What follows belongs to an exercise in optimizing a design on an open flow for small area and a short achievable clock period; a production flow would make more cautious choices.
The RTL was checked by simulation tests, not by an equivalence proof against the original design.

==> flow/design.v (outline; a module is shown in full before it is edited, if it fits) <==
// module fa_pair: 38 lines
// module fa_one: 30 lines
// module pa_a8: 28 lines
// module pa_a23: 86 lines
// module pa_a24: 88 lines
// module pa_a25: 92 lines
// module stage1: 6 lines
// module fm707: 156 lines
// module fm707_add: 170 lines
// module fm707_x3: 92 lines
// module fm707s: 156 lines
// module fm707s_add: 96 lines
// module fm707s_x3: 54 lines
// module stage2: 32 lines
// module mux8to1: 27 lines
// module fft: 28 lines
module fft(rst,s,x0,x1,x2,x3,x4,x5,x6,x7,real_out,img_out,clk);
  // ...
==> flow/flow/run.sh <==
#!/bin/bash
export SETUP_SLACK_MARGIN=48
export BUFFER_PORTS_ARGS="-buffer_cell sky130_fd_sc_hd__buf_2"
bash standard.sh > standard.log 2>&1
==> flow/standard.sh <==
#!/bin/bash
# synth_recipe.tcl (not shown) runs the flow's synth.tcl, then flattens the netlist and writes it again
# the make line also repeats each setting of config.mk as NAME=value (left out here)
make -C /OpenROAD-flow-scripts/flow DESIGN_CONFIG=/design/flow/config.mk WORK_HOME=/design/flow/orfs CLKGATE_MAP_FILE= SYNTH_SCRIPT=/design/flow/synth_recipe.tcl "${@:-finish}"
==> flow/config.mk <==
export PLATFORM = sky130hd
export DESIGN_NAME = fft
export DESIGN_NICKNAME = fft
export VERILOG_FILES = /design/flow/design.v
export SDC_FILE = /design/flow/constraint.sdc
export NUM_CORES = 8
export LEC_CHECK = 0
export ABC_AREA = 1
export CAP_MARGIN = 20
export CORE_MARGIN = 2
export CORE_UTILIZATION = 40
export SLEW_MARGIN = 20
==> flow/constraint.sdc <==
create_clock -name core_clock -period 72.0 [get_ports {clk}]
set_input_delay 14.4000 -clock core_clock [delete_from_list [all_inputs] [get_ports {clk}]]
set_output_delay 14.4000 -clock core_clock [all_outputs]
set_load 0.01 [all_outputs]
==> out/metrics.json, run 1 <==
{
  "cts_buffers": {"value": 41},
  "worst_path_dominant_cell_family": {"value": "compound AO/OA/AOI/OAI gates"},
  "synthFlopType": {"value": "dfxtp_1"},
  "detail_route.wl_per_cell": {"value": 19.3, "unit": "um"},
  "syn-instance-count": {"value": 11100},
  "hp-start": {"value": "rst1$_DFF_P_"},
  "result_of_the_run": {"value": "finished clean"},
  "syn-num-nets": {"value": 12500},
  "routed-wl-met3": {"value": 13.7, "unit": "mm"},
  "antenna_cells_inserted": {"value": 0},
  "setup.worst_path.end_class": {"value": "output port"},
  "cp_num_buf_inv": {"value": 12},
  "floorplan.initialDensity": {"value": 40.2, "unit": "%"},
  "critical_path.endpoint": {"value": "real_out[30]"},
  "die_area": {"value": 0.175, "unit": "sq mm"},
  "layout.cells.largest_class": {"value": "multi-input gates"},
  "drtIter0Drc": {"value": 6085},
  "max-clock-path-buffers": {"value": 3},
  "final_layout_setup_total_negative_slack": {"value": 0, "unit": "ns"},
  "post-route-drc-count": {"value": 0},
  "ys_seq_elements": {"value": 362},
  "total_of_clock_buffers_placed_in_the_layout": {"value": 51},
  "grt.met2_usage": {"value": 46.9, "unit": "%"},
  "netlist.top_cell.by_area": {"value": "nand2_1"},
  "final_cell_mix": {"value": "2,736 x nand2_1, 1,633 x inv_1, 1,100 x o21ai_0, 937 x nand3_1, 755 x ha_1"},
  "detail-route-antenna-nets": {"value": 0}
}
==> run 2, diff against run 1 <==
==> flow/flow/run.sh (replaced) <==
#!/bin/bash
export SETUP_SLACK_MARGIN=47
export BUFFER_PORTS_ARGS="-buffer_cell sky130_fd_sc_hd__buf_2"
bash standard.sh > standard.log 2>&1
==> run 2 against run 1 <==
Compared with the run above: still clean on timing, DRC and antenna; utilization decreased by 0.86 points; global-route usage decreased by 0.23 points; flip-flop and latch count unchanged; area after synthesis unchanged; worst setup slack got worse by 0.71 ns; via count decreased by 0.82%; final cell count decreased by 0.42%.
==> out/metrics.json, run 2 <==
{
  "critical-path-max-stage-delay": {"value": 0.60, "unit": "ns", "change": "was 0.40 ns"},
  "result_of_the_run": {"value": "finished clean", "change": "unchanged"},
  "syn-num-nets": {"value": 12500, "change": "unchanged"},
  "placement_rows": {"value": 152, "change": "unchanged"},
  "floorplan.initialDensity": {"value": 40.2, "unit": "%", "change": "unchanged"},
  "period_share": {"value": 33.8, "unit": "%", "change": "was 32.8%"},
  "netlist.top_cell.by_area": {"value": "nand2_1", "change": "unchanged"},
  "max-clock-path-buffers": {"value": 3, "change": "unchanged"},
  "setup.worst_path.class": {"value": "reg2out", "change": "unchanged"},
  "final_layout_setup_total_negative_slack": {"value": 0, "unit": "ns", "change": "unchanged"},
  "tritoncts_clock_tree": {"value": "yes", "change": "unchanged"},
  "die_area": {"value": 0.175, "unit": "sq mm", "change": "unchanged"},
  "r2r-end": {"value": "qW[30]$_DFF_P_", "change": "unchanged"},
  "finish.net_count": {"value": 12500, "change": "about the same"},
  "synth-compound-area-share": {"value": 18.7, "unit": "%", "change": "unchanged"},
  "share_of_async_settable_or_async_resettable_flops_after_synthesis": {"value": 0, "unit": "%", "change": "unchanged"},
  "layout_commonest_cell": {"value": "nand2_1", "change": "unchanged"},
  "cts-htree-levels": {"value": 2, "change": "unchanged"},
  "post_synth_instance_area": {"value": 0.0687, "unit": "sq mm", "change": "unchanged"},
  "crit_path_start": {"value": "qW[4]$_DFF_P_", "change": "was qW[24]$_DFF_P_"},
  "synth.top_cell.area_share": {"value": 15.0, "unit": "%", "change": "unchanged"},
  "type_of_the_worst_min_delay_path": {"value": "reg2reg", "change": "unchanged"},
  "grt_use_total": {"value": 28.1, "unit": "%", "change": "was 28.3%"},
  "synth_top_family_by_area": {"value": "simple AND/OR/NAND/NOR gates", "change": "unchanged"},
  "detailroute.via_count": {"value": 72300, "change": "was 72,900"},
  "post_route_cells_drive_above_1_share": {"value": 7.24, "unit": "%", "change": "was 8.77%"},
  "timing.critical_path.from_type": {"value": "flop", "change": "unchanged"},
  "synth_area_per_cell": {"value": 6.19, "unit": "sq um", "change": "unchanged"},
  "clk-insertion-delay-late": {"value": 0.62, "unit": "ns", "change": "about the same"},
  "post-route-drc-count": {"value": 0, "change": "unchanged"},
  "slowest_stage_cell_on_the_critical_path": {"value": "dfxtp_1", "change": "was dfxtp_4"},
  "die_height": {"value": 419, "unit": "um", "change": "unchanged"},
  "final_cell_mix": {"value": "2,742 x nand2_1, 1,645 x inv_1, 1,131 x o21ai_0, 943 x nand3_1, 771 x ha_1", "change": "was 2,736 x nand2_1, 1,633 x inv_1, 1,100 x o21ai_0, 937 x nand3_1, 755 x ha_1"},
  "cp_max_fo": {"value": 62, "change": "was 28"},
  "synth.area.top_cells": {"value": "nand2_1 15%, ha_1 14%, dfxtp_1 11%", "change": "unchanged"},
  "stdcell_area": {"value": 0.0739, "unit": "sq mm", "change": "was 0.0754 sq mm"},
  "place.detailed.hpwl": {"value": 218, "unit": "mm", "change": "unchanged"},
  "synth-adder-area-share": {"value": 23.4, "unit": "%", "change": "unchanged"},
  "critical_path.endpoint": {"value": "real_out[30]", "change": "unchanged"},
  "num_io_pins": {"value": 325, "change": "unchanged"},
  "detail_route.wl_per_cell": {"value": 19.2, "unit": "um", "change": "was 19.3 um"},
  "synth_most_common_cell": {"value": "nand2_1", "change": "unchanged"},
  "rsz0062_at_grt": {"value": "yes", "change": "unchanged"},
  "tightestPinTransition": {"value": 1.14, "unit": "ns", "change": "was 1.15 ns"},
  "synth_area_in_simple_gates": {"value": 29.1, "unit": "%", "change": "unchanged"},
  "synthTopCellsByCount": {"value": "2,754 x nand2_1, 1,659 x inv_1, 1,149 x o21ai_0", "change": "unchanged"},
  "hp-start": {"value": "rst1$_DFF_P_", "change": "unchanged"},
  "maxCapViolations": {"value": 0, "change": "unchanged"},
  "worst_clock_skew": {"value": 0.0491, "unit": "ns", "change": "was 0.0466 ns"},
  "number_of_cells_on_the_worst_hold_path": {"value": 0, "change": "unchanged"},
  "worst-endpoint-arrival": {"value": 9.90, "unit": "ns", "change": "was 9.19 ns"},
  "area_delta_synth_final": {"value": 7.52, "unit": "%", "change": "was 9.66%"},
  "hold_violations": {"value": 0, "change": "unchanged"},
  "syn-instance-count": {"value": 11100, "change": "unchanged"},
  "port-buffer-count": {"value": 324, "change": "unchanged"},
  "synth_edf_count": {"value": 0, "change": "unchanged"},
  "post-route-util": {"value": 43.2, "unit": "%", "change": "was 44.0%"},
  "maximum_number_of_pins_on_one_net_before_global_route_repair": {"value": 93, "change": "was 86"},
  "ys_seq_elements": {"value": 362, "change": "unchanged"},
  "hold_slack": {"value": 0.328, "unit": "ns", "change": "about the same"},
  "worst_path_most_repeated_cell": {"value": "nand2_1"},
  "drtIter0Drc": {"value": 5870, "change": "was 6,085"},
  "clock_sinks": {"value": 362, "change": "unchanged"},
  "fill_cells": {"value": 18600, "change": "was 18,400"},
  "grt_first_pass_wirelength": {"value": 388, "unit": "mm", "change": "was 391 mm"},
  "synth_cell_type_count": {"value": 78, "change": "unchanged"},
  "fp.coreArea": {"value": 0.171, "unit": "sq mm", "change": "unchanged"},
  "slew_headroom": {"value": 23.4, "unit": "%", "change": "was 22.2%"},
  "chipWidth": {"value": 419, "unit": "um", "change": "unchanged"},
  "synth_xor_area_share": {"value": 4.95, "unit": "%", "change": "unchanged"},
  "clkTransAtPathRegs": {"value": 0.07, "unit": "ns", "change": "about the same"},
  "r2r-start": {"value": "qQ2[63]$_DFF_P_", "change": "unchanged"},
  "synth.yosys.seq_area_share": {"value": 10.5, "unit": "%", "change": "unchanged"},
  "setup.reg_to_reg.worst_slack": {"value": 50.77, "unit": "ns", "change": "was 50.76 ns"},
  "synthFlopType": {"value": "dfxtp_1", "change": "unchanged"},
  "max_clock_freq": {"value": 0.0411, "unit": "GHz", "change": "was 0.0424 GHz"},
  "grt_overflow_total": {"value": 0, "change": "unchanged"},
  "setup-violations-final": {"value": 0, "change": "unchanged"},
  "post_synth_mux_area_share": {"value": 0.870, "unit": "%", "change": "unchanged"},
  "cts_buffers": {"value": 41, "change": "unchanged"},
  "routed_wl": {"value": 256, "unit": "mm", "change": "was 259 mm"},
  "via_per_inst": {"value": 5.41, "change": "was 5.44"},
  "root_buffer": {"value": "clkbuf_16", "change": "unchanged"},
  "min_period": {"value": 24.30, "unit": "ns", "change": "was 23.59 ns"},
  "grt_antenna_before_repair": {"value": 3, "change": "unchanged"},
  "rr_worst_depth": {"value": 65, "change": "unchanged"},
  "setup.worst_path.end_class": {"value": "output port", "change": "unchanged"},
  "place_congestion": {"value": 1.05, "change": "unchanged"},
  "cp_data_required_time": {"value": 57.60, "unit": "ns", "change": "about the same"},
  "drt_first_pass_iters": {"value": 6, "change": "was 7"},
  "max_slew_violation_count": {"value": 0, "change": "unchanged"},
  "synth-warning-count": {"value": 5, "change": "unchanged"},
  "place_area": {"value": 0.0717, "unit": "sq mm", "change": "unchanged"},
  "detail-route-antenna-nets": {"value": 0, "change": "unchanged"},
  "first_global_vias": {"value": 67100, "change": "was 67,500"}
}
-- run 2: cell counts after synthesis --
No cell type changed its count.
-- run 2: worst min path at each step --
stage	slack [ns]	end
floorplan	0.31	rst2$_DFF_P_
global placement	0.32	rst2$_DFF_P_
detailed placement	0.31	rst2$_DFF_P_
CTS	0.33	rst2$_DFF_P_
global route	0.33	rst2$_DFF_P_
finish	0.33	rst2$_DFF_P_
-- run 2: logic make-up after synthesis --
kind of cell / count (synthesis)
adder cells (fa/ha/maj): 1096
AND/OR/NAND/NOR: 4725
flip-flops: 362
AO/OA/AOI/OAI: 2268
XOR/XNOR: 380
buffers and inverters: 2218
multiplexers: 59
-- run 2: routing by layer --
| metal | routed length, um | vias to the layer above | GRT usage, % |
|---|---|---|---|
| met2 | 116000 | 2250 | 46.5 |
| met4 | 11200 | 2 | 10.7 |
| met1 | 116000 | 33500 | 37.8 |
| li1 | - | 36200 | - |
| met3 | 13500 | 380 | 2.26 |
| met5 | 7 | - | 0 |
-- run 2: through the flow --
step / setup slack, ns / instances
finish: 47.70 / 13400
global route: 46.84 / 13400
CTS: 46.96 / 13300
detailed placement: 45.03 / 13300
global placement: 45.04 / 13300
floorplan: 48.71 / 11100
-- run 2: layout make-up --
type / count / area, sq um / area share [%]
tap: 2233 / 2790 / 3.78
timing repair buffer: 428 / 2500 / 3.39
clock inverter: 23 / 269 / 0.364
timing repair inverter: 10 / 52.6 / 0.0711
inverter: 1718 / 6530 / 8.84
antenna: 1 / 2.50 / 0.00339
sequential: 362 / 7260 / 9.82
multi-input combinational: 8533 / 53400 / 72.2
clock buffer: 51 / 1130 / 1.54
-- run 2: worst max-delay path: cells and delay by family, from the launching register on --
| kind | cells | cell delay (ns) |
|---|---|---|
| AND/OR/NAND/NOR | 23 | 2.28 |
| flip-flops | 1 | 0.60 |
| buffers and inverters | 7 | 1.19 |
| AO/OA/AOI/OAI | 14 | 2.42 |
| adder cells (fa/ha/maj) | 6 | 2.07 |
| XOR/XNOR | 3 | 0.65 |
-- run 2: what timing repair did --
action / 4_1_cts / 5_1_grt
endpoints found under the setup margin: 105 / 75
buffers inserted: 1 / 17
pin swaps: 1 / 6
hold buffers: 0 / 0
resized for setup: 38 / 88
gates cloned: 3 / 13
==> run 3, diff against run 2 <==
==> flow/flow/run.sh (replaced) <==
#!/bin/bash
export SETUP_SLACK_MARGIN=50
export BUFFER_PORTS_ARGS="-buffer_cell sky130_fd_sc_hd__buf_2"
bash standard.sh > standard.log 2>&1
==> run 3 against run 2 <==
Compared with the run above: still clean; die area unchanged; critical path depth is 9 higher; routed wire length up 10%; cell area is 20% higher; worst setup slack better by 1.1 ns; flip-flop and latch count did not move; critical endpoint is now img_out[14]; highest routed layer unchanged.
==> out/metrics.json, run 3 <==
{
  "grt_use_total": {"value": 29.8, "unit": "%", "change": "was 28.1%"},
  "setup.worst_path.class": {"value": "reg2out", "change": "unchanged"},
  "die_area": {"value": 0.175, "unit": "sq mm", "change": "unchanged"},
  "fin_ws": {"value": 48.84, "unit": "ns", "change": "was 47.70 ns"},
  "placement_rows": {"value": 152, "change": "unchanged"},
  "setup-violations-final": {"value": 0, "change": "unchanged"},
  "critical-path-max-stage-delay": {"value": 0.61, "unit": "ns", "change": "was 0.60 ns"},
  "netlist.top_cell.by_area": {"value": "nand2_1", "change": "unchanged"},
  "groute.layer.met3.usage": {"value": 2.69, "unit": "%", "change": "was 2.26%"},
  "detailroute.via_count": {"value": 77900, "change": "was 72,300"},
  "syn-instance-count": {"value": 11100, "change": "unchanged"},
  "place.detailed.hpwl": {"value": 212, "unit": "mm", "change": "was 218 mm"},
  "final_cell_mix": {"value": "2,570 x nand2_1, 1,546 x inv_1, 855 x o21ai_0, 795 x nand3_1, 680 x ha_1", "change": "was 2,742 x nand2_1, 1,645 x inv_1, 1,131 x o21ai_0, 943 x nand3_1, 771 x ha_1"},
  "cp_max_fo": {"value": 7, "change": "was 62"},
  "placedCellCount": {"value": 13200, "change": "was 13,300"},
  "post_route_cells_drive_above_1_share": {"value": 22.8, "unit": "%", "change": "was 7.24%"},
  "via_per_inst": {"value": 5.54, "change": "was 5.41"},
  "max_slew_violation_count": {"value": 0, "change": "unchanged"},
  "setup.worst_path.end_class": {"value": "output port", "change": "unchanged"},
  "worst_clock_skew": {"value": 0.0467, "unit": "ns", "change": "was 0.0491 ns"},
  "setup.reg_to_reg.worst_slack": {"value": 50.74, "unit": "ns", "change": "was 50.77 ns"},
  "die_height": {"value": 419, "unit": "um", "change": "unchanged"},
  "clk-insertion-delay-late": {"value": 0.62, "unit": "ns", "change": "about the same"},
  "grt_overflow_total": {"value": 0, "change": "unchanged"},
  "slew_headroom": {"value": 18.8, "unit": "%", "change": "was 23.4%"},
  "synth_most_common_cell": {"value": "nand2_1", "change": "unchanged"},
  "max_clock_freq": {"value": 0.0432, "unit": "GHz", "change": "was 0.0411 GHz"},
  "final_cell_count_no_fill": {"value": 14100, "change": "was 13,400"},
  "grt.met2_usage": {"value": 48.6, "unit": "%", "change": "was 46.5%"},
  "period_share": {"value": 32.2, "unit": "%", "change": "was 33.8%"},
  "place_congestion": {"value": 1.00, "change": "was 1.05"},
  "min_period": {"value": 23.16, "unit": "ns", "change": "was 24.30 ns"},
  "synthTopCellsByCount": {"value": "2,754 x nand2_1, 1,659 x inv_1, 1,149 x o21ai_0", "change": "unchanged"},
  "cts-htree-levels": {"value": 2, "change": "unchanged"},
  "pre_cts_ws": {"value": 46.32, "unit": "ns", "change": "was 45.03 ns"},
  "synth_edf_count": {"value": 0, "change": "unchanged"},
  "tightestPinTransition": {"value": 1.20, "unit": "ns", "change": "was 1.14 ns"},
  "synth.yosys.seq_area_share": {"value": 10.5, "unit": "%", "change": "unchanged"},
  "clock_sinks": {"value": 362, "change": "unchanged"},
  "detail-route-antenna-nets": {"value": 0, "change": "unchanged"},
  "root_buffer": {"value": "clkbuf_16", "change": "unchanged"},
  "worst-endpoint-arrival": {"value": 8.76, "unit": "ns", "change": "was 9.90 ns"},
  "routed_wl": {"value": 282, "unit": "mm", "change": "was 256 mm"},
  "grt_first_pass_wirelength": {"value": 413, "unit": "mm", "change": "was 388 mm"},
  "result_of_the_run": {"value": "finished clean", "change": "unchanged"},
  "grt_antenna_before_repair": {"value": 15, "change": "was 3"},
  "area_delta_synth_final": {"value": 29.1, "unit": "%", "change": "was 7.52%"},
  "post-route-drc-count": {"value": 0, "change": "unchanged"},
  "layout_commonest_cell": {"value": "nand2_1", "change": "unchanged"},
  "rsz0062_at_grt": {"value": "yes", "change": "unchanged"},
  "post-route-util": {"value": 51.8, "unit": "%", "change": "was 43.2%"},
  "final_layout_setup_total_negative_slack": {"value": 0, "unit": "ns", "change": "unchanged"},
  "hold_violations": {"value": 0, "change": "unchanged"},
  "stdcell_area": {"value": 0.0887, "unit": "sq mm", "change": "was 0.0739 sq mm"},
  "worst_path_most_repeated_cell": {"value": "buf_6", "change": "was nand2_1"},
  "drtIter0Drc": {"value": 6880, "change": "was 5,870"},
  "maximum_number_of_pins_on_one_net_before_global_route_repair": {"value": 97, "change": "was 93"},
  "clkTransAtPathRegs": {"value": 0.08, "unit": "ns", "change": "was 0.07 ns"},
  "type_of_the_worst_min_delay_path": {"value": "reg2reg", "change": "unchanged"},
  "met1_usage": {"value": 39.8, "unit": "%", "change": "was 37.8%"},
  "place_area": {"value": 0.0719, "unit": "sq mm", "change": "was 0.0717 sq mm"},
  "maxCapViolations": {"value": 0, "change": "unchanged"},
  "synth-warning-count": {"value": 5, "change": "unchanged"},
  "finish.net_count": {"value": 13200, "change": "was 12,500"},
  "synth.area.top_cells": {"value": "nand2_1 15%, ha_1 14%, dfxtp_1 11%", "change": "unchanged"},
  "chipWidth": {"value": 419, "unit": "um", "change": "unchanged"},
  "detail_route.wl_per_cell": {"value": 20.0, "unit": "um", "change": "was 19.2 um"},
  "cp_data_required_time": {"value": 57.60, "unit": "ns", "change": "about the same"},
  "timing.critical_path.from_type": {"value": "flop", "change": "unchanged"},
  "port-buffer-count": {"value": 324, "change": "unchanged"},
  "synthFlopType": {"value": "dfxtp_1", "change": "unchanged"},
  "ys_seq_elements": {"value": 362, "change": "unchanged"},
  "synth_cell_type_count": {"value": 78, "change": "unchanged"},
  "floorplan.initialDensity": {"value": 40.2, "unit": "%", "change": "unchanged"},
  "tritoncts_clock_tree": {"value": "yes", "change": "unchanged"},
  "num_io_pins": {"value": 325, "change": "unchanged"},
  "share_of_async_settable_or_async_resettable_flops_after_synthesis": {"value": 0, "unit": "%", "change": "unchanged"},
  "synth.top_cell.area_share": {"value": 15.0, "unit": "%", "change": "unchanged"},
  "synth_area_per_cell": {"value": 6.19, "unit": "sq um", "change": "unchanged"},
  "drt_first_pass_iters": {"value": 8, "change": "was 6"},
  "slowest_stage_cell_on_the_critical_path": {"value": "fa_2", "change": "was dfxtp_1"},
  "fp.coreArea": {"value": 0.171, "unit": "sq mm", "change": "unchanged"},
  "cts_buffers": {"value": 41, "change": "unchanged"},
  "post_synth_instance_area": {"value": 0.0687, "unit": "sq mm", "change": "unchanged"},
  "syn-num-nets": {"value": 12500, "change": "unchanged"},
  "max-clock-path-buffers": {"value": 3, "change": "unchanged"},
  "globalRoute.busiestLayer": {"value": "met2", "change": "unchanged"},
  "first_global_vias": {"value": 72100, "change": "was 67,100"}
}
run 3: cell counts after synthesis:
Identical to the previous run, type by type.
run 3: metrics by stage:
stage / hold WS, ns
final: 0.334
after global routing: 0.339
after global placement: 0.315
after floorplan: 0.310
after detailed placement: 0.317
after CTS: 0.335
run 3: timing repair:
item                                    4_1_cts  5_1_grt
gates cloned                                 73       33
pin swaps                                   260      401
gates resized for setup                    1152      996
setup buffers                               359      283
endpoints found under the setup margin      403      346
hold buffers                                  0        0
run 3: worst paths after layout:
path | startpoint | cells past startpoint | to
setup / recovery | qW[14]$_DFF_P_ | 62 | img_out[14]
hold / removal | rst1$_DFF_P_ | 0 | rst2$_DFF_P_
setup reg to reg | qQ2[63]$_DFF_P_ | 68 | qW[30]$_DFF_P_
hold reg to reg | rst1$_DFF_P_ | 0 | rst2$_DFF_P_
run 3: area by class of cell:
cell class,count,area [sq um]
Timing Repair Buffer,1094,9360
Tap cell,2233,2790
Clock inverter,24,343
Multi-Input combinational cell,8558,60800
Fill cell,17000,82400
Clock buffer,52,1110
Antenna cell,6,15.0
Timing Repair inverter,27,204
Inverter,1718,6820
Sequential cell,362,7340
run 3: layer usage:
metal  routed length [um]  up-vias
li1                     -    37700
met1               121000    36500
met2               127000     3105
met3                17900      688
met4                15900        8
met5                   46        -
run 3: kinds of logic after synthesis:
logic type / Yosys count / synth area share (%)
flops: 362 / 10.5
mux: 59 / 0.870
buf+inv: 2218 / 12.4
compound gates: 2268 / 18.7
xor+xnor: 380 / 4.95
simple gates: 4725 / 29.1
fa+ha+maj: 1096 / 23.4
run 3: worst max-delay path, delay by kind of cell, from the launching register on:
kind	cells	cell delay, ns
compound gates	14	1.88
xor+xnor	1	0.22
fa+ha+maj	3	1.16
buf+inv	22	2.44
flops	1	0.40
simple gates	22	2.01
==> run 4, diff against run 3 <==
==> flow/flow/run.sh (replaced) <==
#!/bin/bash
export SETUP_SLACK_MARGIN=49
export BUFFER_PORTS_ARGS="-buffer_cell sky130_fd_sc_hd__buf_2"
bash standard.sh > standard.log 2>&1
==> run 4 against run 3 <==
Compared with the run above: largest cell class unchanged; non-clock buffer count decreased by 374; maximum frequency is 0.26% higher; first-iteration DRC count down 6.4%; via count shrank 3.6%; clock skew is 0.012 ns lower; critical path depth fell by 9; area after synthesis stayed put; critical path type unchanged; utilization is 4.8 points lower; count of clock-buffer cells in the layout down 1; synthesized cell count unchanged.
==> out/metrics.json, run 4 <==
{
  "setup.worst_path.end_class": {"value": "output port", "change": "unchanged"},
  "period_share": {"value": 32.1, "unit": "%", "change": "was 32.2%"},
  "result_of_the_run": {"value": "finished clean", "change": "unchanged"},
  "synth.yosys.seq_area_share": {"value": 10.5, "unit": "%", "change": "unchanged"},
  "num_io_pins": {"value": 325, "change": "unchanged"},
  "port-buffer-count": {"value": 324, "change": "unchanged"},
  "syn-num-nets": {"value": 12500, "change": "unchanged"},
  "synth-warning-count": {"value": 5, "change": "unchanged"},
  "synth_edf_count": {"value": 0, "change": "unchanged"},
  "synth_area_per_cell": {"value": 6.19, "unit": "sq um", "change": "unchanged"},
  "worst-endpoint-arrival": {"value": 8.70, "unit": "ns", "change": "was 8.76 ns"},
  "drt_first_pass_iters": {"value": 8, "change": "unchanged"},
  "hold_slack": {"value": 0.333, "unit": "ns", "change": "was 0.334 ns"},
  "hold_buffers": {"value": 0, "change": "unchanged"},
  "cp_data_required_time": {"value": 57.60, "unit": "ns", "change": "about the same"},
  "detail-route-antenna-nets": {"value": 0, "change": "unchanged"},
  "post_route_cells_drive_above_1_share": {"value": 14.1, "unit": "%", "change": "was 22.8%"},
  "placement_rows": {"value": 152, "change": "unchanged"},
  "layout_commonest_cell": {"value": "nand2_1", "change": "unchanged"},
  "syn-instance-count": {"value": 11100, "change": "unchanged"},
  "clk-insertion-delay-late": {"value": 0.64, "unit": "ns", "change": "was 0.62 ns"},
  "pre_cts_ws": {"value": 45.34, "unit": "ns", "change": "was 46.32 ns"},
  "routed_wl": {"value": 269, "unit": "mm", "change": "was 282 mm"},
  "synthFlopType": {"value": "dfxtp_1", "change": "unchanged"},
  "type_of_the_worst_min_delay_path": {"value": "reg2reg", "change": "unchanged"},
  "final_layout_setup_total_negative_slack": {"value": 0, "unit": "ns", "change": "unchanged"},
  "setup-violations-final": {"value": 0, "change": "unchanged"},
  "synth_most_common_cell": {"value": "nand2_1", "change": "unchanged"},
  "clock_sinks": {"value": 362, "change": "unchanged"},
  "tightestPinTransition": {"value": 1.13, "unit": "ns", "change": "was 1.20 ns"},
  "tritoncts_clock_tree": {"value": "yes", "change": "unchanged"},
  "max_clock_freq": {"value": 0.0433, "unit": "GHz", "change": "was 0.0432 GHz"},
  "min_period": {"value": 23.10, "unit": "ns", "change": "was 23.16 ns"},
  "synth_cell_type_count": {"value": 78, "change": "unchanged"},
  "r2r-start": {"value": "qQ2[63]$_DFF_P_", "change": "unchanged"},
  "grt_antenna_before_repair": {"value": 4, "change": "was 15"},
  "slowest_stage_cell_on_the_critical_path": {"value": "dfxtp_2", "change": "was fa_2"},
  "critical-path-max-stage-delay": {"value": 0.44, "unit": "ns", "change": "was 0.61 ns"},
  "cts_buffers": {"value": 42, "change": "was 41"},
  "grt_overflow_total": {"value": 0, "change": "unchanged"},
  "chipWidth": {"value": 419, "unit": "um", "change": "unchanged"},
  "clkTransAtPathRegs": {"value": 0.06, "unit": "ns", "change": "was 0.08 ns"},
  "synthTopCellsByCount": {"value": "2,754 x nand2_1, 1,659 x inv_1, 1,149 x o21ai_0", "change": "unchanged"},
  "root_buffer": {"value": "clkbuf_16", "change": "unchanged"},
  "grt_first_pass_wirelength": {"value": 400, "unit": "mm", "change": "was 413 mm"},
  "cts-htree-levels": {"value": 2, "change": "unchanged"},
  "place_congestion": {"value": 1.03, "change": "was 1.00"},
  "rsz0062_at_grt": {"value": "yes", "change": "unchanged"},
  "crit_path_start": {"value": "qW[15]$_DFF_P_", "change": "was qW[14]$_DFF_P_"},
  "first_global_vias": {"value": 69400, "change": "was 72,100"},
  "finish.net_count": {"value": 12800, "change": "was 13,200"},
  "fp.coreArea": {"value": 0.171, "unit": "sq mm", "change": "unchanged"},
  "drtIter0Drc": {"value": 6439, "change": "was 6,880"},
  "grt_use_total": {"value": 29.0, "unit": "%", "change": "was 29.8%"},
  "final_cell_mix": {"value": "2,680 x nand2_1, 1,600 x inv_1, 1,018 x o21ai_0, 920 x nand3_1, 729 x ha_1", "change": "was 2,570 x nand2_1, 1,546 x inv_1, 855 x o21ai_0, 795 x nand3_1, 680 x ha_1"},
  "maxCapViolations": {"value": 0, "change": "unchanged"},
  "synth.top_cell.area_share": {"value": 15.0, "unit": "%", "change": "unchanged"},
  "synth.area.top_cells": {"value": "nand2_1 15%, ha_1 14%, dfxtp_1 11%", "change": "unchanged"},
  "hold_violations": {"value": 0, "change": "unchanged"},
  "fin_ws": {"value": 48.90, "unit": "ns", "change": "was 48.84 ns"},
  "worst_clock_skew": {"value": 0.0342, "unit": "ns", "change": "was 0.0467 ns"},
  "share_of_async_settable_or_async_resettable_flops_after_synthesis": {"value": 0, "unit": "%", "change": "unchanged"},
  "slew_headroom": {"value": 24.1, "unit": "%", "change": "was 18.8%"},
  "max-clock-path-buffers": {"value": 3, "change": "unchanged"},
  "setup.worst_path.class": {"value": "reg2out", "change": "unchanged"},
  "ys_seq_elements": {"value": 362, "change": "unchanged"},
  "cp_max_fo": {"value": 15, "change": "was 7"},
  "post_synth_instance_area": {"value": 0.0687, "unit": "sq mm", "change": "unchanged"},
  "place_area": {"value": 0.0718, "unit": "sq mm", "change": "was 0.0719 sq mm"},
  "place.detailed.hpwl": {"value": 216, "unit": "mm", "change": "was 212 mm"},
  "via_per_inst": {"value": 5.49, "change": "was 5.54"},
  "detail_route.wl_per_cell": {"value": 19.7, "unit": "um", "change": "was 20.0 um"},
  "area_delta_synth_final": {"value": 17.1, "unit": "%", "change": "was 29.1%"},
  "maximum_number_of_pins_on_one_net_before_global_route_repair": {"value": 97, "change": "unchanged"},
  "floorplan.initialDensity": {"value": 40.2, "unit": "%", "change": "unchanged"},
  "die_height": {"value": 419, "unit": "um", "change": "unchanged"},
  "hp-start": {"value": "rst1$_DFF_P_", "change": "unchanged"},
  "stdcell_area": {"value": 0.0805, "unit": "sq mm", "change": "was 0.0887 sq mm"},
  "netlist.top_cell.by_area": {"value": "nand2_1", "change": "unchanged"},
  "max_slew_violation_count": {"value": 0, "change": "unchanged"},
  "timing.critical_path.from_type": {"value": "flop", "change": "unchanged"},
  "detailroute.via_count": {"value": 75100, "change": "was 77,900"},
  "die_area": {"value": 0.175, "unit": "sq mm", "change": "unchanged"},
  "post-route-drc-count": {"value": 0, "change": "unchanged"}
}
==> run 4: cell counts after synthesis <==
No cell type changed its count.
==> run 4: timing repair <==
item                                    4_1_cts  5_1_grt
gates resized for setup                     433      558
gates cloned                                 35       33
buffers inserted                            115      162
endpoints found under the setup margin      283      316
pin swaps                                    63      177
==> run 4: final cells by class <==
type,count,area (sq um)
Inverter,1718,6720
Sequential cell,362,7320
Fill cell,17900,90700
Clock buffer,51,1130
Timing Repair Buffer,720,5680
Timing Repair inverter,26,161
Clock inverter,24,327
Multi-Input combinational cell,8537,56400
Tap cell,2233,2790
Antenna cell,2,5.00
==> run 4: per-layer routing <==
layer	vias to the layer above	GRT usage [%]	wire, um
met5	-	0	13
met4	2	13.4	14700
met3	527	2.30	15800
met2	2742	47.0	121000
met1	35000	38.9	118000
li1	36800	-	-
==> run 4: worst max-delay path, delay by kind of cell (launching register included) <==
kind | cells | cell delay (ns)
and+or+nand+nor | 25 | 2.67
DFF | 1 | 0.44
xor gates and xnor gates | 3 | 0.41
AOI/OAI and AO/OA | 12 | 1.81
adders and majority gates | 5 | 1.63
buffers and inverters | 8 | 1.07
==> run 4: worst paths after layout <==
check                         to  slack, ns  cells after the start
setup / recovery     img_out[30]      48.90                     53
hold / removal      rst2$_DFF_P_       0.33                      0
setup reg to reg  qW[30]$_DFF_P_      50.78                     68
hold reg to reg     rst2$_DFF_P_       0.33                      0
==> run 4: metrics by stage <==
stage	util, %	instances
floorplan	-	11100
global placement	41.9	13300
detailed placement	41.9	13300
CTS	44.6	13500
global route	47.0	13700
finish	47.0	13700
==> run 4: cell families (layout without fill, tap and decap cells) <==
kind of cell               after synthesis  after routing  synth area share (%)
and+or+nand+nor                       4725           4733                  29.1
adders and majority gates             1096           1096                  23.4
DFF                                    362            362                  10.5
AOI/OAI and AO/OA                     2268           2269                  18.7
other                                    0              2                     0
buffers and inverters                 2218           2539                  12.4
muxes                                   59             59                 0.870
xor gates and xnor gates               380            380                  4.95
==> run 5, diff against run 4 <==
==> flow/flow/run.sh (replaced) <==
#!/bin/bash
# The standard layout (standard.sh) with three changes:
#  - synthesis maps the logic with ABC's area mapper: the standard flow's synthesis script
#    (synth_recipe.tcl, unchanged) runs with the ABC script flow/abc_amap.script
#    in place of ORFS's abc_area.script. Registers are mapped before ABC runs,
#    so they are the standard synthesis's;
#  - the timing repair steps (floorplan, CTS, global route) aim for a setup
#    slack of SETUP_SLACK_MARGIN ns; the SDC and clock period are unchanged;
#  - every input and output port gets a buf_2 as its buffer.
# Tool output: standard.log here, and ORFS's logs under orfs/logs.
set -e
W=$PWD
cat > $W/synth_abc.tcl <<EOT
proc abc {args} {
  set i [lsearch -exact \$args -script]
  if {\$i >= 0} { lset args [expr {\$i + 1}] $W/flow/abc_amap.script }
  yosys abc {*}\$args
}
source $W/synth_recipe.tcl
EOT
sed -e "s|SYNTH_SCRIPT=[^ ]*|SYNTH_SCRIPT=$W/synth_abc.tcl|" standard.sh > standard_abc.sh
export SETUP_SLACK_MARGIN=48
export BUFFER_PORTS_ARGS="-buffer_cell sky130_fd_sc_hd__buf_2"
bash standard_abc.sh > standard.log 2>&1
==> flow/flow/abc_amap.script (new file) <==
strash
dch
amap
topo
stime -c
buffer -c
upsize -c
dnsize -c
==> run 5 against run 4 <==
Compared with the run above: still clean; maximum frequency down 7.5%; synthesized cell count down 21%; utilization up 4.7 points; global-route usage up 0.78 points; critical endpoint unchanged; largest cell class unchanged; highest routed layer unchanged.
==> out/metrics.json, run 5 <==
{
  "syn-instance-count": {"value": 8788, "change": "was 11,100"},
  "chipWidth": {"value": 395, "unit": "um", "change": "was 419 um"},
  "final_cell_mix": {"value": "1,123 x nor2_1, 1,006 x inv_1, 740 x o22ai_1, 702 x ha_1, 618 x a21oi_1", "change": "was 2,680 x nand2_1, 1,600 x inv_1, 1,018 x o21ai_0, 920 x nand3_1, 729 x ha_1"},
  "placedCellCount": {"value": 10700, "change": "was 13,300"},
  "area_delta_synth_final": {"value": 28.3, "unit": "%", "change": "was 17.1%"},
  "share_of_async_settable_or_async_resettable_flops_after_synthesis": {"value": 0, "unit": "%", "change": "unchanged"},
  "syn-num-nets": {"value": 10100, "change": "was 12,500"},
  "num_io_pins": {"value": 325, "change": "unchanged"},
  "detail_route.wl_per_cell": {"value": 22.3, "unit": "um", "change": "was 19.7 um"},
  "final_layout_setup_total_negative_slack": {"value": 0, "unit": "ns", "change": "unchanged"},
  "final_cell_count_no_fill": {"value": 11400, "change": "was 13,700"},
  "drtIter0Drc": {"value": 7253, "change": "was 6,439"},
  "synth_most_common_cell": {"value": "nor2_1", "change": "was nand2_1"},
  "rsz0062_at_grt": {"value": "yes", "change": "unchanged"},
  "stdcell_area": {"value": 0.0786, "unit": "sq mm", "change": "was 0.0805 sq mm"},
  "grt_overflow_total": {"value": 0, "change": "unchanged"},
  "routed_wl": {"value": 255, "unit": "mm", "change": "was 269 mm"},
  "type_of_the_worst_min_delay_path": {"value": "reg2reg", "change": "unchanged"},
  "synth_area_per_cell": {"value": 6.97, "unit": "sq um", "change": "was 6.19 sq um"},
  "place.detailed.hpwl": {"value": 190, "unit": "mm", "change": "was 216 mm"},
  "place_congestion": {"value": 1.03, "change": "about the same"},
  "critical-path-max-stage-delay": {"value": 0.59, "unit": "ns", "change": "was 0.44 ns"},
  "netlist.top_cell.by_area": {"value": "ha_1", "change": "was nand2_1"},
  "fp.coreArea": {"value": 0.152, "unit": "sq mm", "change": "was 0.171 sq mm"},
  "die_height": {"value": 395, "unit": "um", "change": "was 419 um"},
  "worst_clock_skew": {"value": 0.0396, "unit": "ns", "change": "was 0.0342 ns"},
  "synthFlopType": {"value": "dfxtp_1", "change": "unchanged"},
  "first_global_vias": {"value": 62500, "change": "was 69,400"},
  "synth.yosys.seq_area_share": {"value": 11.8, "unit": "%", "change": "was 10.5%"},
  "clock_sinks": {"value": 362, "change": "unchanged"},
  "detailroute.via_count": {"value": 69400, "change": "was 75,100"},
  "setup-violations-final": {"value": 0, "change": "unchanged"},
  "maximum_number_of_pins_on_one_net_before_global_route_repair": {"value": 79, "change": "was 97"},
  "port-buffer-count": {"value": 324, "change": "unchanged"},
  "slew_headroom": {"value": 19.3, "unit": "%", "change": "was 24.1%"},
  "setup.worst_path.end_class": {"value": "output port", "change": "unchanged"},
  "worst_path_dominant_cell_family": {"value": "compound AO/OA/AOI/OAI gates", "change": "was simple AND/OR/NAND/NOR gates"},
  "cts_buffers": {"value": 40, "change": "was 42"},
  "tightestPinTransition": {"value": 1.20, "unit": "ns", "change": "was 1.13 ns"},
  "setup.worst_path.class": {"value": "reg2out", "change": "unchanged"},
  "max_clock_freq": {"value": 0.0400, "unit": "GHz", "change": "was 0.0433 GHz"},
  "finish.net_count": {"value": 10700, "change": "was 12,800"},
  "hold_buffers": {"value": 0, "change": "unchanged"},
  "grt_antenna_before_repair": {"value": 15, "change": "was 4"},
  "placement_rows": {"value": 143, "change": "was 152"},
  "die_area": {"value": 0.156, "unit": "sq mm", "change": "was 0.175 sq mm"},
  "tritoncts_clock_tree": {"value": "yes", "change": "unchanged"},
  "detail-route-antenna-nets": {"value": 0, "change": "unchanged"},
  "place_area": {"value": 0.0646, "unit": "sq mm", "change": "was 0.0718 sq mm"},
  "worst-endpoint-arrival": {"value": 10.57, "unit": "ns", "change": "was 8.70 ns"},
  "post-route-drc-count": {"value": 0, "change": "unchanged"},
  "slowest_stage_cell_on_the_critical_path": {"value": "or4_4", "change": "was dfxtp_2"},
  "post_synth_instance_area": {"value": 0.0612, "unit": "sq mm", "change": "was 0.0687 sq mm"},
  "maxCapViolations": {"value": 0, "change": "unchanged"},
  "grt_first_pass_wirelength": {"value": 369, "unit": "mm", "change": "was 400 mm"},
  "timing.critical_path.from_type": {"value": "flop", "change": "unchanged"},
  "max-clock-path-buffers": {"value": 3, "change": "unchanged"},
  "worst_path_most_repeated_cell": {"value": "a21oi_2"},
  "synth-warning-count": {"value": 5, "change": "unchanged"},
  "grt_use_total": {"value": 29.7, "unit": "%", "change": "was 29.0%"},
  "result_of_the_run": {"value": "finished clean", "change": "unchanged"},
  "root_buffer": {"value": "clkbuf_16", "change": "unchanged"},
  "cp_data_required_time": {"value": 57.60, "unit": "ns", "change": "about the same"},
  "synth.top_cell.area_share": {"value": 15.9, "unit": "%", "change": "was 15.0%"},
  "synth_cell_type_count": {"value": 85, "change": "was 78"},
  "period_share": {"value": 34.7, "unit": "%", "change": "was 32.1%"},
  "regArea": {"value": 0.00728, "unit": "sq mm", "change": "was 0.00732 sq mm"},
  "ys_seq_elements": {"value": 362, "change": "unchanged"},
  "hold_violations": {"value": 0, "change": "unchanged"},
  "multi_input_gate_area": {"value": 0.0542, "unit": "sq mm", "change": "was 0.0564 sq mm"},
  "fill_cells": {"value": 14600, "change": "was 17,900"},
  "clk-insertion-delay-late": {"value": 0.61, "unit": "ns", "change": "was 0.64 ns"},
  "cp_num_buf_inv": {"value": 9, "change": "was 8"},
  "synthTopCellsByCount": {"value": "1,252 x nor2_1, 1,097 x inv_1, 883 x a21oi_1", "change": "was 2,754 x nand2_1, 1,659 x inv_1, 1,149 x o21ai_0"},
  "cp_max_fo": {"value": 13, "change": "was 15"},
  "floorplan.initialDensity": {"value": 40.3, "unit": "%", "change": "was 40.2%"},
  "post_route_cells_drive_above_1_share": {"value": 26.2, "unit": "%", "change": "was 14.1%"},
  "synth.area.top_cells": {"value": "ha_1 16%, dfxtp_1 12%, fa_1 10%", "change": "was nand2_1 15%, ha_1 14%, dfxtp_1 11%"},
  "synth_edf_count": {"value": 0, "change": "unchanged"},
  "min_period": {"value": 24.97, "unit": "ns", "change": "was 23.10 ns"},
  "drt_first_pass_iters": {"value": 8, "change": "unchanged"},
  "clkTransAtPathRegs": {"value": 0.06, "unit": "ns", "change": "about the same"},
  "layout_commonest_cell": {"value": "nor2_1", "change": "was nand2_1"},
  "cts-htree-levels": {"value": 2, "change": "unchanged"},
  "max_slew_violation_count": {"value": 0, "change": "unchanged"},
  "post-route-util": {"value": 51.7, "unit": "%", "change": "was 47.0%"},
  "via_per_inst": {"value": 6.06, "change": "was 5.49"}
}
## run 5: cell types whose count changed in the layout (fill, tap and decap cells not counted), moves of 143 or more
| cell | before | now |
|---|---|---|
| buf_4 | 320 | 539 |
| inv_1 | 1600 | 1006 |
| a21oi_1 | 388 | 618 |
| a21oi_2 | 45 | 220 |
| nand3_1 | 920 | 40 |
| o22a_1 | 0 | 411 |
| xor2_1 | 219 | 1 |
| o21ai_0 | 1018 | 285 |
| o22ai_1 | 19 | 740 |
| o211ai_1 | 145 | 2 |
| nand2_1 | 2680 | 608 |
| nor2_1 | 583 | 1123 |
## run 5: layout make-up
cell class	instances	share of cell area (%)
inverter	1148	6.01
timing repair buffer	989	10.0
antenna	10	0.0319
multi-input combinational	6783	69.0
clock inverter	25	0.516
clock buffer	49	1.38
tap	2030	3.23
sequential	362	9.26
timing repair inverter	47	0.507
## run 5: per-stage QoR
stage               hold WS [ns]  setup WS [ns]
detailed placement         0.333          44.47
floorplan                  0.310          47.79
global placement           0.320          44.60
global route               0.345          46.52
CTS                        0.343          46.92
finish                     0.339          47.03
## run 5: cell families (layout without fill, tap and decap cells)
family          Yosys count  in the layout  share of synthesized area (%)
other cells               0             10                              0
buf+inv                1663           2258                           10.4
simple gates           2371           2382                           16.2
xor+xnor                  1              1                         0.0143
flops                   362            362                           11.8
compound gates         3295           3304                           35.3
fa+ha+maj              1096           1096                           26.3
## run 5: final timing paths
| check | from | slack (ns) | endpoint | cells past startpoint |
|---|---|---|---|---|
| setup / recovery | qW[24]$_DFF_P_ | 47.03 | img_out[30] | 51 |
| hold / removal | rst1$_DFF_P_ | 0.34 | rst2$_DFF_P_ | 0 |
| setup reg to reg | qP2[63]$_DFF_P_ | 49.28 | qW[30]$_DFF_P_ | 110 |
| hold reg to reg | rst1$_DFF_P_ | 0.34 | rst2$_DFF_P_ | 0 |
## run 5: routing by layer
layer  vias to the layer above  GRT usage, %  part of all wire, %  routed length, um
li1                      32900             -                    -                  -
met1                     32900          41.3                   43             111000
met2                      3093          47.0                   45             114000
met3                       555          2.54                  6.8              17300
met4                         8          12.7                  5.1              13100
met5                         -             0                0.021                 54
## run 5: timing repair
action,in CTS,in global routing
cloned,68,42
resized for setup,719,811
endpoints found under the setup margin,403,391
pin swaps,245,504
setup buffers,237,317
==> run 6, diff against run 5 <==
==> flow/flow/run.sh (replaced) <==
#!/bin/bash
# The standard layout (standard.sh) with these changes:
#  - synthesis: the standard flow's synthesis script (synth_recipe.tcl, unchanged) runs
#    with ORFS's own ABC script, and without Yosys's extract_fa, so ABC maps the adders too. Registers are mapped before either step, so they
#    are the standard synthesis's;
#  - the timing repair steps (floorplan, CTS, global route) aim for a setup
#    slack of SETUP_SLACK_MARGIN ns; the SDC and clock period are unchanged;
#  - every input and output port gets a buf_2 as its buffer.
# Tool output: standard.log here, and ORFS's logs under orfs/logs.
set -e
W=$PWD
cat > $W/synth_own.tcl <<EOT
proc extract_fa {args} { puts "extract_fa skipped" }
proc abc {args} {
  set i [lsearch -exact \$args -script]
  if {\$i >= 0 && "" ne ""} { lset args [expr {\$i + 1}] $W/flow/ }
  yosys abc {*}\$args
}
source $W/synth_recipe.tcl
EOT
sed -e "s|SYNTH_SCRIPT=[^ ]*|SYNTH_SCRIPT=$W/synth_own.tcl|" standard.sh > standard_own.sh
export SETUP_SLACK_MARGIN=48
export BUFFER_PORTS_ARGS="-buffer_cell sky130_fd_sc_hd__buf_2"
bash standard_own.sh > standard.log 2>&1
removed: flow/flow/abc_amap.script
==> run 6 against run 5 <==
Compared with the run above: critical endpoint is now real_out[30]; non-clock buffer count is 429 lower; critical path type unchanged; first-iteration DRC count is 22% higher.
==> out/metrics.json, run 6 <==
{
  "worst_clock_skew": {"value": 0.0557, "unit": "ns", "change": "was 0.0396 ns"},
  "synth-warning-count": {"value": 5, "change": "unchanged"},
  "synth.top_cell.area_share": {"value": 28.3, "unit": "%", "change": "was 15.9%"},
  "synth_edf_count": {"value": 0, "change": "unchanged"},
  "chipWidth": {"value": 412, "unit": "um", "change": "was 395 um"},
  "min_period": {"value": 23.27, "unit": "ns", "change": "was 24.97 ns"},
  "final_cell_mix": {"value": "4,973 x nand2_1, 1,723 x inv_1, 1,381 x nand3_1, 1,259 x o21ai_0, 973 x nor2_1", "change": "was 1,123 x nor2_1, 1,006 x inv_1, 740 x o22ai_1, 702 x ha_1, 618 x a21oi_1"},
  "post_synth_instance_area": {"value": 0.0667, "unit": "sq mm", "change": "was 0.0612 sq mm"},
  "worst-endpoint-arrival": {"value": 8.87, "unit": "ns", "change": "was 10.57 ns"},
  "synth_cell_type_count": {"value": 83, "change": "was 85"},
  "tritoncts_clock_tree": {"value": "yes", "change": "unchanged"},
  "synth.area.top_cells": {"value": "nand2_1 28%, dfxtp_1 11%, nand3_1 10%", "change": "was ha_1 16%, dfxtp_1 12%, fa_1 10%"},
  "netlist.top_cell.by_area": {"value": "nand2_1", "change": "was ha_1"},
  "grt_antenna_before_repair": {"value": 11, "change": "was 15"},
  "floorplan.initialDensity": {"value": 40.4, "unit": "%", "change": "was 40.3%"},
  "post_route_cells_drive_above_1_share": {"value": 9.47, "unit": "%", "change": "was 26.2%"},
  "clock_sinks": {"value": 362, "change": "unchanged"},
  "place.detailed.hpwl": {"value": 203, "unit": "mm", "change": "was 190 mm"},
  "max-clock-path-buffers": {"value": 3, "change": "unchanged"},
  "via_per_inst": {"value": 5.25, "change": "was 6.06"},
  "result_of_the_run": {"value": "finished clean", "change": "unchanged"},
  "fp.coreArea": {"value": 0.165, "unit": "sq mm", "change": "was 0.152 sq mm"},
  "grt_use_total": {"value": 27.3, "unit": "%", "change": "was 29.7%"},
  "hold_buffers": {"value": 0, "change": "unchanged"},
  "r2r-start": {"value": "qP2[63]$_DFF_P_", "change": "unchanged"},
  "r2r-end": {"value": "qX[30]$_DFF_P_", "change": "was qW[30]$_DFF_P_"},
  "critical_path.endpoint": {"value": "real_out[30]", "change": "was img_out[30]"},
  "slowest_stage_cell_on_the_critical_path": {"value": "dfxtp_1", "change": "was or4_4"},
  "grt_overflow_total": {"value": 0, "change": "unchanged"},
  "crit_path_start": {"value": "qX[25]$_DFF_P_", "change": "was qW[24]$_DFF_P_"},
  "period_share": {"value": 32.3, "unit": "%", "change": "was 34.7%"},
  "setup.reg_to_reg.worst_slack": {"value": 58.68, "unit": "ns", "change": "was 49.28 ns"},
  "fill_cells": {"value": 18700, "change": "was 14,600"},
  "hold_slack": {"value": 0.334, "unit": "ns", "change": "was 0.339 ns"},
  "port-buffer-count": {"value": 324, "change": "unchanged"},
  "hold_violations": {"value": 0, "change": "unchanged"},
  "rsz0062_at_grt": {"value": "yes", "change": "unchanged"},
  "clk-insertion-delay-late": {"value": 0.64, "unit": "ns", "change": "was 0.61 ns"},
  "syn-num-nets": {"value": 13700, "change": "was 10,100"},
  "slew_headroom": {"value": 15.5, "unit": "%", "change": "was 19.3%"},
  "die_area": {"value": 0.170, "unit": "sq mm", "change": "was 0.156 sq mm"},
  "tightestPinTransition": {"value": 1.26, "unit": "ns", "change": "was 1.20 ns"},
  "drtIter0Drc": {"value": 8853, "change": "was 7,253"},
  "syn-instance-count": {"value": 13400, "change": "was 8,788"},
  "cts-htree-levels": {"value": 2, "change": "unchanged"},
  "synth_area_per_cell": {"value": 4.97, "unit": "sq um", "change": "was 6.97 sq um"},
  "detail_route.wl_per_cell": {"value": 15.8, "unit": "um", "change": "was 22.3 um"},
  "area_delta_synth_final": {"value": 11.2, "unit": "%", "change": "was 28.3%"},
  "finish.net_count": {"value": 13900, "change": "was 10,700"},
  "routed_wl": {"value": 249, "unit": "mm", "change": "was 255 mm"},
  "synthFlopType": {"value": "dfxtp_1", "change": "unchanged"},
  "place_congestion": {"value": 1.05, "change": "was 1.03"},
  "first_global_vias": {"value": 69800, "change": "was 62,500"},
  "timing.critical_path.from_type": {"value": "flop", "change": "unchanged"},
  "layout_commonest_cell": {"value": "nand2_1", "change": "was nor2_1"},
  "maxCapViolations": {"value": 0, "change": "unchanged"},
  "max_slew_violation_count": {"value": 0, "change": "unchanged"},
  "final_layout_setup_total_negative_slack": {"value": 0, "unit": "ns", "change": "unchanged"},
  "rr_worst_depth": {"value": 88, "change": "was 110"},
  "cp_max_fo": {"value": 32, "change": "was 13"},
  "detail-route-antenna-nets": {"value": 0, "change": "unchanged"},
  "synthTopCellsByCount": {"value": "5,037 x nand2_1, 1,765 x inv_1, 1,396 x nand3_1", "change": "was 1,252 x nor2_1, 1,097 x inv_1, 883 x a21oi_1"},
  "ys_seq_elements": {"value": 362, "change": "unchanged"},
  "post-route-drc-count": {"value": 0, "change": "unchanged"},
  "setup-violations-final": {"value": 0, "change": "unchanged"},
  "share_of_async_settable_or_async_resettable_flops_after_synthesis": {"value": 0, "unit": "%", "change": "unchanged"},
  "clkTransAtPathRegs": {"value": 0.07, "unit": "ns", "change": "was 0.06 ns"},
  "maximum_number_of_pins_on_one_net_before_global_route_repair": {"value": 105, "change": "was 79"},
  "setup.worst_path.class": {"value": "reg2out", "change": "unchanged"},
  "die_height": {"value": 412, "unit": "um", "change": "was 395 um"},
  "synth.yosys.seq_area_share": {"value": 10.9, "unit": "%", "change": "was 11.8%"},
  "max_clock_freq": {"value": 0.0430, "unit": "GHz", "change": "was 0.0400 GHz"},
  "drt_first_pass_iters": {"value": 8, "change": "unchanged"},
  "num_io_pins": {"value": 325, "change": "unchanged"},
  "cp_data_required_time": {"value": 57.60, "unit": "ns", "change": "about the same"},
  "detailroute.via_count": {"value": 83100, "change": "was 69,400"},
  "worst_path_most_repeated_cell": {"value": "nand2_1", "change": "was a21oi_2"},
  "synth_most_common_cell": {"value": "nand2_1", "change": "was nor2_1"},
  "cts_buffers": {"value": 41, "change": "was 40"},
  "setup.worst_path.end_class": {"value": "output port", "change": "unchanged"},
  "critical-path-max-stage-delay": {"value": 0.39, "unit": "ns", "change": "was 0.59 ns"},
  "root_buffer": {"value": "clkbuf_16", "change": "unchanged"},
  "grt_first_pass_wirelength": {"value": 379, "unit": "mm", "change": "was 369 mm"},
  "type_of_the_worst_min_delay_path": {"value": "reg2reg", "change": "unchanged"},
  "placement_rows": {"value": 149, "change": "was 143"}
}
## run 6: changes by cell type after synthesis, moves of 668 or more
cell / delta
o22ai_1: -800
nand3_1: +1352
nand2_1: +4406
inv_1: +668
o21ai_0: +998
ha_1: -776
## run 6: layer usage
| layer | GRT usage [%] | wire [um] |
|---|---|---|
| met1 | 39.0 | 116000 |
| met2 | 41.4 | 102000 |
| met3 | 2.81 | 18800 |
| met4 | 11.8 | 12600 |
| met5 | 0 | 49 |
## run 6: kinds of logic after synthesis
logic type / count (synthesis) / synth area share [%]
XOR/XNOR: 462 / 6.11
adder cells (fa/ha/maj): 2 / 0.0300
buffers and inverters: 2293 / 13.3
flip-flops: 362 / 10.9
multiplexers: 40 / 0.600
AO/OA/AOI/OAI: 2292 / 19.4
AND/OR/NAND/NOR: 7976 / 49.7
## run 6: timing repair
item,CTS,global route
setup buffers,17,132
pin swaps,5,72
cloned,7,38
gates resized for setup,85,411
hold endpoints to repair,0,0
endpoints found under the setup margin,219,391
## run 6: worst min path at each step
stage                             from           end  slack (ns)  cells after the start
final                     rst1$_DFF_P_  rst2$_DFF_P_        0.33                      0
after detailed placement  rst1$_DFF_P_  rst2$_DFF_P_        0.32                      0
after floorplan           rst1$_DFF_P_  rst2$_DFF_P_        0.31                      0
after global routing      rst1$_DFF_P_  rst2$_DFF_P_        0.34                      0
after global placement    rst1$_DFF_P_  rst2$_DFF_P_        0.32                      0
after CTS                 rst1$_DFF_P_  rst2$_DFF_P_        0.34                      0
## run 6: per-stage QoR
step                      setup slack [ns]  area [sq um]  util [%]  cells
final                                48.73         74200      44.9  15800
after global routing                 47.83         74200      44.9  15800
after CTS                            47.99         71600      43.3  15700
after detailed placement             46.06         69700      42.2  15600
after global placement               46.28         69700      42.2  15600
after floorplan                      49.78         66700         -  13400
## run 6: critical path: cells and delay by family, from the launching register on
kind / cells / cell delay (ns)
and+or+nand+nor: 44 / 4.83
buffers and inverters: 6 / 0.92
DFF: 1 / 0.39
xor gates and xnor gates: 1 / 0.20
AOI/OAI and AO/OA: 11 / 1.89
## run 6: cell type report
type                            count  area (sq um)  area share [%]
Sequential cell                   362          7290            9.83
Inverter                         1837          7040            9.49
Timing Repair Buffer              560          3820            5.14
Tap cell                         2189          2740            3.69
Clock buffer                       51          1100            1.49
Timing Repair inverter             17          95.1           0.128
Antenna cell                        5          12.5          0.0169
Clock inverter                     20           264           0.356
Multi-Input combinational cell  10800         51900            69.9
==> run 7, diff against run 6 <==
--- a/flow/flow/run.sh
+++ b/flow/flow/run.sh
@@ -1,7 +1,7 @@
 #!/bin/bash
 # The standard layout (standard.sh) with these changes:
 #  - synthesis: the standard flow's synthesis script (synth_recipe.tcl, unchanged) runs
-#    with ORFS's own ABC script, and without Yosys's extract_fa, so ABC maps the adders too. Registers are mapped before either step, so they
+#    with ABC's area mapper (flow/abc_amap.script) in place of ORFS's abc_area.script, and without Yosys's extract_fa, so ABC maps the adders too. Registers are mapped before either step, so they
 #    are the standard synthesis's;
 #  - the timing repair steps (floorplan, CTS, global route) aim for a setup
 #    slack of SETUP_SLACK_MARGIN ns; the SDC and clock period are unchanged;
@@ -13,7 +13,7 @@
 proc extract_fa {args} { puts "extract_fa skipped" }
 proc abc {args} {
   set i [lsearch -exact \$args -script]
-  if {\$i >= 0 && "" ne ""} { lset args [expr {\$i + 1}] $W/flow/ }
+  if {\$i >= 0 && "abc_amap.script" ne ""} { lset args [expr {\$i + 1}] $W/flow/abc_amap.script }
   yosys abc {*}\$args
 }
 source $W/synth_recipe.tcl
==> flow/flow/abc_amap.script (new file) <==
strash
dch
amap
topo
stime -c
buffer -c
upsize -c
dnsize -c
==> run 7 against run 6 <==
Compared with the run above: now fails the layout checks on max-capacitance violations, max-slew violations; largest cell class unchanged; flip-flop and latch count did not move; highest routed layer unchanged; utilization rose by 21 points; critical path depth rose by 31; maximum frequency fell by 16%.
==> out/metrics.json, run 7 <==
{
  "result_of_the_run": {"value": "failed layout checks", "change": "was finished clean"},
  "so.violations": {"value": "max-capacitance violations, max-slew violations"},
  "placement_rows": {"value": 135, "change": "was 149"},
  "via_per_inst": {"value": 6.66, "change": "was 5.25"},
  "cts-htree-levels": {"value": 2, "change": "unchanged"},
  "setup.worst_path.end_class": {"value": "output port", "change": "unchanged"},
  "placedCellCount": {"value": 11100, "change": "was 15,600"},
  "r2r-start": {"value": "qP2[63]$_DFF_P_", "change": "unchanged"},
  "tritoncts_clock_tree": {"value": "yes", "change": "unchanged"},
  "chipWidth": {"value": 374, "unit": "um", "change": "was 412 um"},
  "setup.worst_path.class": {"value": "reg2out", "change": "unchanged"},
  "synth.top_cell.area_share": {"value": 13.2, "unit": "%", "change": "was 28.3%"},
  "drtIter0Drc": {"value": 13500, "change": "was 8,853"},
  "maximum_number_of_pins_on_one_net_before_global_route_repair": {"value": 66, "change": "was 105"},
  "synth.yosys.seq_area_share": {"value": 13.2, "unit": "%", "change": "was 10.9%"},
  "rsz0062_at_grt": {"value": "yes", "change": "unchanged"},
  "routed_wl": {"value": 324, "unit": "mm", "change": "was 249 mm"},
  "die_height": {"value": 374, "unit": "um", "change": "was 412 um"},
  "final_cell_count_no_fill": {"value": 13100, "change": "was 15,800"},
  "netlist.top_cell.by_area": {"value": "dfxtp_1", "change": "was nand2_1"},
  "clkTransAtPathRegs": {"value": 0.07, "unit": "ns", "change": "about the same"},
  "layout_commonest_cell": {"value": "nor2_1", "change": "was nand2_1"},
  "synthFlopType": {"value": "dfxtp_1", "change": "unchanged"},
  "worst-endpoint-arrival": {"value": 13.17, "unit": "ns", "change": "was 8.87 ns"},
  "cp_data_required_time": {"value": 57.60, "unit": "ns", "change": "about the same"},
  "hp-start": {"value": "rst1$_DFF_P_", "change": "unchanged"},
  "period_share": {"value": 38.3, "unit": "%", "change": "was 32.3%"},
  "hold_buffers": {"value": 0, "change": "unchanged"},
  "cts_buffers": {"value": 39, "change": "was 41"},
  "area_delta_synth_final": {"value": 63.3, "unit": "%", "change": "was 11.2%"},
  "post_synth_instance_area": {"value": 0.0549, "unit": "sq mm", "change": "was 0.0667 sq mm"},
  "synth_cell_type_count": {"value": 120, "change": "was 83"},
  "type_of_the_worst_min_delay_path": {"value": "reg2reg", "change": "unchanged"},
  "grt_first_pass_wirelength": {"value": 418, "unit": "mm", "change": "was 379 mm"},
  "cp_num_buf_inv": {"value": 13, "change": "was 6"},
  "place_congestion": {"value": 1.05, "change": "about the same"},
  "synth-warning-count": {"value": 5, "change": "unchanged"},
  "hold_violations": {"value": 0, "change": "unchanged"},
  "fin_ws": {"value": 44.43, "unit": "ns", "change": "was 48.73 ns"},
  "slowest_stage_cell_on_the_critical_path": {"value": "a222oi_1", "change": "was dfxtp_1"},
  "slew_headroom": {"value": -13.2, "unit": "%", "change": "was 15.5%"},
  "root_buffer": {"value": "clkbuf_16", "change": "unchanged"},
  "worst_path_dominant_cell_family": {"value": "compound AO/OA/AOI/OAI gates", "change": "was simple AND/OR/NAND/NOR gates"},
  "maxCapViolations": {"value": 1, "change": "was 0"},
  "worst_clock_skew": {"value": 0.0216, "unit": "ns", "change": "was 0.0557 ns"},
  "crit_path_start": {"value": "qW[24]$_DFF_P_", "change": "was qX[25]$_DFF_P_"},
  "max_slew_violation_count": {"value": 4, "change": "was 0"},
  "setup-violations-final": {"value": 0, "change": "unchanged"},
  "detail-route-antenna-nets": {"value": 0, "change": "unchanged"}
}
[run 7: changes by cell type in the layout (fill, tap and decap cells not counted), sizes merged, moves of 119 or more]
| cell | before | now |
|---|---|---|
| xor2 | 375 | 9 |
| o22a | 0 | 395 |
| o21ai | 1435 | 896 |
| o22ai | 58 | 1042 |
| a21oi | 364 | 1044 |
| o21a | 8 | 127 |
| nand2 | 5121 | 1022 |
| inv | 1799 | 778 |
| nor2 | 1033 | 1870 |
| o211ai | 179 | 14 |
| nand3 | 1416 | 39 |
| buf | 547 | 2202 |
[run 7: final timing paths]
path	endpoint	slack, ns	cells after the start
setup / recovery	real_out[30]	44.43	93
hold / removal	rst2$_DFF_P_	0.33	0
setup reg to reg	qW[30]$_DFF_P_	51.76	109
hold reg to reg	rst2$_DFF_P_	0.33	0
[run 7: kinds of logic after synthesis]
kind of cell	after synthesis	synth area share (%)
xor+xnor	10	0.160
compound gates	4252	50.1
flops	362	13.2
simple gates	3479	26.8
buf+inv	1292	9.65
[run 7: through the flow]
stage               instance area [sq um]  util, %
floorplan                           57000        -
global placement                    59000     43.5
detailed placement                  59000     43.5
CTS                                 78400     57.7
global route                        89600     66.0
finish                              89600     66.0
[run 7: layer usage]
metal / global-route usage (%) / up-vias / routed length (um)
met5: 0 / - / 287
met4: 23.8 / 22 / 31600
met3: 5.93 / 2281 / 37400
met2: 60.3 / 6544 / 139000
met1: 45.3 / 39800 / 116000
li1: - / 38400 / -
[run 7: worst reg2reg max path: cells and delay by family, from the launching register on]
kind	cells	cell delay [ns]
AO/OA/AOI/OAI	48	10.08
AND/OR/NAND/NOR	43	6.38
buffers and inverters	18	3.30
flip-flops	1	0.31
[run 7: area by class of cell]
cell class	count	share of cell area (%)
inverter	813	4.03
timing repair buffer	2226	22.5
sequential	362	8.12
clock inverter	21	0.218
tap	1781	2.49
timing repair inverter	66	0.621
multi-input combinational	7757	60.9
clock buffer	49	1.19
antenna	2	0.00559
[run 7: what timing repair did]
item	in CTS	in global routing
gates resized for setup	1662	1564
setup buffers	1199	551
pin swaps	599	743
gates cloned	114	32
setup endpoints to repair	403	403

==> re-timing with driven ports <==
Ports are ideal in the flow. The routed layouts listed here were re-timed in OpenROAD.
Step 1, drivers: a clkbuf_16 drives clk and a buf_2 each remaining input, both assumed.
Step 2 moves the port delays by t, midway between the first and last clock arrival at a register: inputs arrive t later, outputs are due t later. That takes back most of the time a late clock gives input paths.
Three values: ideal ports, drivers, drivers and shift; two values: the first two.
| run | t (ns) | setup WS [ns] | worst slew at a driven data input, ns |
|---|---|---|---|
| run 1 | 0.665 | 48.406 / 48.341 / 47.981 | 0.14 |
| run 2 | 0.667 | 47.696 / 47.631 / 47.209 | 0.13 |
| run 3 | 0.669 | 48.842 / 48.773 / 49.144 | 0.14 |
| run 4 | 0.685 | 48.901 / 48.832 / 48.894 | 0.09 |
| run 5 | 0.657 | 47.026 / 46.963 / 47.350 | 0.22 |
| run 6 | 0.674 | 48.726 / 48.664 / 48.306 | 0.15 |
| run 7 | 0.655 | 44.429 / 44.360 / 44.469 | 0.09 |
For run 2, which loses most, drivers alone change the setup slack by -0.065 ns; drivers and shift together by -0.487 ns.
